This design comes from an exercise in tuning for small area and a short achievable clock period on the open sky130 flow, not from production work.
In this exercise RTL edits were held to simulation tests only and were not proved equivalent to the original.
The clock input has no modelled driver; a real chip could not lean on it and would need a root buffer or a full tree.
No activity file was given, so power comes from the tool's default toggle rates.

trial 19:
==> flow/design.v <==
`timescale 1ns / 1ps
module FIR
#(
parameter data_in = 16,
parameter no_tap = 10
)
(
    input i_clk,
    input signed [data_in-1:0] i_serial_in ,
    input i_data_wr,
    output signed [2*data_in-1:0] o_data_out ,
    output o_data_rdy,
    input i_reset
    );
    reg [15:0] r [0:8];
    reg [15:0] hold;
    reg [25:0] acc;          
    reg        c1, c2, c3;
    reg [25:0] out;
    reg        rdy;
    reg        wr;           
    reg        ld;           
    reg  [3:0] lab;          
    reg  [3:0] k;            
    reg        e0;           
    reg        e1;           
    reg        repl;         
    reg        fls;          
    reg        zap;          
    reg sA256, sA16, sAh, sAl, sB4n, sBh, sB1;
    integer i;
    wire       wr_n  = !i_reset && i_data_wr && !wr;
    wire       wrq   = i_data_wr && !wr;                   
    wire [3:0] lab1  = (lab == 4'd8) ? 4'd0 : lab + 4'd1;
    wire [3:0] lab2  = (lab == 4'd7) ? 4'd0 : (lab == 4'd8) ? 4'd1 : lab + 4'd2;
    wire [3:0] lab_n = wr ? lab2 : lab1;
    wire [3:0] k_n   = wr ? 4'd1 : (k == 4'd11 ? 4'd11 : k + 4'd1);
    wire       e0_n  = e0 && !wr;
    wire       e1_n  = wr ? e0 : e1;
    wire       rd_n  = (k_n != 4'd0) && (k_n <= 4'd9);    
    wire       rr_n  = rd_n && !e1_n;                      
    wire [3:0] age_n = (lab_n == 4'd0) ? 4'd9 : lab_n;     
    always @(posedge i_clk) begin
        wr   <= wr_n;
        ld   <= wr_n && !e0;
        rdy  <= !i_reset && wr;
        lab  <= i_reset ? 4'd0 : lab_n;
        k    <= k_n;
        e0   <= i_reset || e0_n;
        e1   <= i_reset || e1_n;
        repl <= (lab_n == 4'd0) && (k_n >= 4'd2) && (k_n <= 4'd10);
        zap  <= e1_n && (lab_n != 4'd0);
        fls  <= (k_n == 4'd10) && !wrq;
        sA256<= rr_n && (age_n == 4'd3 || age_n == 4'd5 || age_n == 4'd9);
        sB4n <= rr_n && (age_n == 4'd3 || age_n == 4'd4 || age_n == 4'd5 ||
                         age_n == 4'd6 || age_n == 4'd9);
        sA16 <= rr_n && (age_n == 4'd4 || age_n == 4'd6);
        sB1  <= rr_n && (age_n == 4'd7);
        sAl  <= rr_n && (age_n == 4'd2 || age_n == 4'd8);
        sAh  <= rd_n && !e0_n && (age_n == 4'd1);
        sBh  <= rd_n && !e0_n && (age_n == 4'd1);
    end
    always @(posedge i_clk) begin
        r[0] <= repl ? hold : (zap ? 16'd0 : r[8]);
        for (i = 1; i < 9; i = i + 1) r[i] <= r[i-1];
        if (wr) hold <= i_serial_in;
    end
    wire [15:0] x  = r[8];
    wire [15:0] fx = {~x[15], x[14:0]};                
    wire [15:0] gx = {x[15], ~x[14:0]};                
    wire [15:0] fl = {~r[7][15], r[7][14:0]};
    wire [15:0] fh = {~hold[15], hold[14:0]};
    wire [25:0] laneA = (sA256 ? {2'd0, fx, 8'd0}  : 26'd0)
                      | (sA16  ? {6'd0, fx, 4'd0}  : 26'd0)
                      | (sAh   ? {7'd0, fh, 3'd0}  : 26'd0)
                      | (sAl   ? {10'd0, fl}       : 26'd0);
    wire [25:0] laneB = (sB4n  ? {8'd0, gx, 2'd0}  : 26'd0)
                      | (sBh   ? {9'd0, fh, 1'd0}  : 26'd0)
                      | (sB1   ? {10'd0, fx}       : 26'd0);
    wire [25:0] cinit = e0 ? 26'h3fb0000 : 26'h25f8014;
    wire [25:0] a0 = wr ? cinit : acc;
    wire [25:0] ps = a0 ^ laneA ^ laneB;
    wire [25:0] pc = {(a0[24:0] & laneA[24:0]) | (a0[24:0] & laneB[24:0]) | (laneA[24:0] & laneB[24:0]), 1'b0};
    wire        b1 = &acc[12:7];
    wire        a2 = &acc[18:14];
    wire        d1 = fls && c1 && b1;
    wire        t2 = c2 && d1;                                    
    wire        d2 = fls && a2 && ((acc[13] && (c2 || (c1 && b1))) || (c2 && c1 && b1));
    wire        t3 = c3 && d2;
    wire [7:0]  s0 = {1'b0, ps[6:0]} + {1'b0, pc[6:0]};
    wire [7:0]  s1 = {1'b0, ps[12:7], 1'b1} + {1'b0, pc[12:7], c1};
    wire [7:0]  s2 = {1'b0, ps[18:13], 1'b1} + {1'b0, pc[18:15], pc[14] | t2, pc[13], c2 ^ d1};
    wire [7:0]  s3 = {ps[25:19], 1'b1} + {pc[25:21], pc[20] | t3, pc[19], c3 ^ d2};
    always @(posedge i_clk) begin
        acc <= {s3[7:1], s2[6:1], s1[6:1], s0[6:0]};
        c1  <= s0[7] && !wrq;
        c2  <= s1[7] && !fls && !wrq;
        c3  <= s2[7] && !fls && !wrq;
        if (i_reset) out <= 26'd0;
        else if (ld) out <= acc;
    end
    assign o_data_rdy = rdy;
    assign o_data_out = {{6{out[25]}}, out};
endmodule
Settings: LEC_CHECK=0, CAP_MARGIN=20, CORE_MARGIN=2, CORE_UTILIZATION=65, PLACE_DENSITY=0.75, SLEW_MARGIN=20; clock period 10.0 ns.
standard.sh (not shown) runs the stock make flow with config.mk's settings and CLKGATE_MAP_FILE= SYNTH_SCRIPT=/design/flow/synth_recipe.tcl, a recipe that flattens the netlist after the stock synthesis.
==> flow/flow/run.sh <==
#!/bin/bash
# The standard layout (standard.sh: ORFS from synthesis to the routed
# layout, with the standard synthesis unchanged), with these changes to how
# the layout is made:
#  - repair_timing is asked to leave 7.1 ns of setup slack instead of 0, so it
#    keeps sizing the critical paths below the 10 ns clock;
#  - the port buffers that buffer_ports inserts are buf_2;
#  - clock tree synthesis uses a buf_16 root and buf_12 leaves in clusters of up to 25 registers,
#    inserts no dummy loads, and (flow/pre_cts.tcl) drives the leaf buffers
#    straight from the root buffer, without the H-tree level between them.
# Each tool's full output goes to ORFS's logs under orfs/logs; make's own
# output goes to make_finish.log in this folder.
set -euo pipefail
bash standard.sh SETUP_SLACK_MARGIN=7.1 \
  "BUFFER_PORTS_ARGS=-buffer_cell sky130_fd_sc_hd__buf_2" \
  "CTS_ARGS=-sink_clustering_enable -repair_clock_nets -dont_use_dummy_load -buf_list sky130_fd_sc_hd__buf_12 -root_buf sky130_fd_sc_hd__buf_16 -sink_clustering_size 25 -sink_clustering_max_diameter 70" \
  "PRE_CTS_TCL=$PWD/flow/pre_cts.tcl" \
  finish > make_finish.log 2>&1
==> flow/flow/pre_cts.tcl <==
# Wraps clock_tree_synthesis. TritonCTS builds a root buffer, one or more
# H-tree levels and leaf buffers; this connects the leaf buffers straight to
# the root buffer's output and deletes the H-tree level buffers, so every
# register's clock passes through the same two buffers (root, leaf) and the
# whole tree has less delay. No register's clock is delayed.
rename clock_tree_synthesis my_cts_orig
proc clock_tree_synthesis {args} {
  my_cts_orig {*}$args
  set block [ord::get_db_block]
  set removed 0
  foreach inst [$block getInsts] {
    set name [$inst getName]
    if {![regexp {^clkbuf_[1-9][0-9]*_[0-9]+__f_} $name]} continue
    set in_net [[$inst findITerm A] getNet]
    set out_net [[$inst findITerm X] getNet]
    foreach it [$out_net getITerms] {
      if {[$it getInst] != $inst} { $it disconnect; $it connect $in_net }
    }
    odb::dbInst_destroy $inst
    odb::dbNet_destroy $out_net
    incr removed
  }
  puts "pre_cts.tcl: removed $removed H-tree level clock buffers"
}
Per the final summary, trial 19 finished and its layout is clean on timing, DRC and antenna.
diff inputs: trial 19 => trial 71
diff --git a/flow/design.v b/flow/design.v
--- a/flow/design.v
+++ b/flow/design.v
@@ -19,7 +19,7 @@
     reg [25:0] out;
     reg        rdy;
     reg        wr;           
-    reg        ld;           
+    wire       ld;           
     reg  [3:0] lab;          
     reg  [3:0] k;            
     reg        e0;           
@@ -42,7 +42,6 @@
     wire [3:0] age_n = (lab_n == 4'd0) ? 4'd9 : lab_n;     
     always @(posedge i_clk) begin
         wr   <= wr_n;
-        ld   <= wr_n && !e0;
         rdy  <= !i_reset && wr;
         lab  <= i_reset ? 4'd0 : lab_n;
         k    <= k_n;
@@ -60,6 +59,7 @@
         sAh  <= rd_n && !e0_n && (age_n == 4'd1);
         sBh  <= rd_n && !e0_n && (age_n == 4'd1);
     end
+    assign ld = wr && !e0;
     always @(posedge i_clk) begin
         r[0] <= repl ? hold : (zap ? 16'd0 : r[8]);
         for (i = 1; i < 9; i = i + 1) r[i] <= r[i-1];
==> run notes <==
Compared trial 71 vs trial 19, and power dissipated by switching net loads is down in trial 71.
Trial 71 vs. trial 19: clock share of power -0.5 points, cell leakage power -0.96%, first-pass GRT wire length -about 3%, non-clock buffer count ~0 delta.
Compared to trial 19, trial 71 has cell count 22 higher.
Re worst ir drop on vdd: trial 71 and trial 19 aren't equal, and the higher value belongs to trial 71.
Comparing trial 71 and trial 19, the lower area growth from synthesis to final layout is on trial 19.
From trial 19 to trial 71 the numbers moved as follows: final area -68 um^2; xor and xnor fraction of the mapped netlist area ~0 delta; final hold slack -0.034 ns.
Compared with trial 19, total power in trial 71 increased slightly.
When trial 71 is measured against trial 19, its worst setup slack turns out 0.028 ns lower.
Compare trial 71 and trial 19 | filler cell count lower: trial 71

afterwards: timing with drivers on the ports:
How much do the figures lean on ideal ports? The routed layouts below were timed once more, with nothing changed but the port constraints. Step 1 assumes that a clkbuf_16 drives the clock port and a buf_2 every other input. Step 2 also shifts input and output timing later by t, the mid clock arrival at the registers, as if the neighbouring blocks saw the same clock. Slacks: ideal ports / drivers / drivers and shift; pairs: ideal ports / drivers.
| run | t (ns) | setup slack, ns | worst setup path after step 2 | clock arrival spread, ns |
|---|---|---|---|---|
| trial 19 | 0.400 | 7.152 / 7.105 / 7.230 | input to register | 0.029 / 0.028 |
| trial 71 | 0.399 | 7.124 / 7.076 / 7.180 | register to register | 0.048 / 0.048 |
After both steps setup and hold are still met in every run listed.
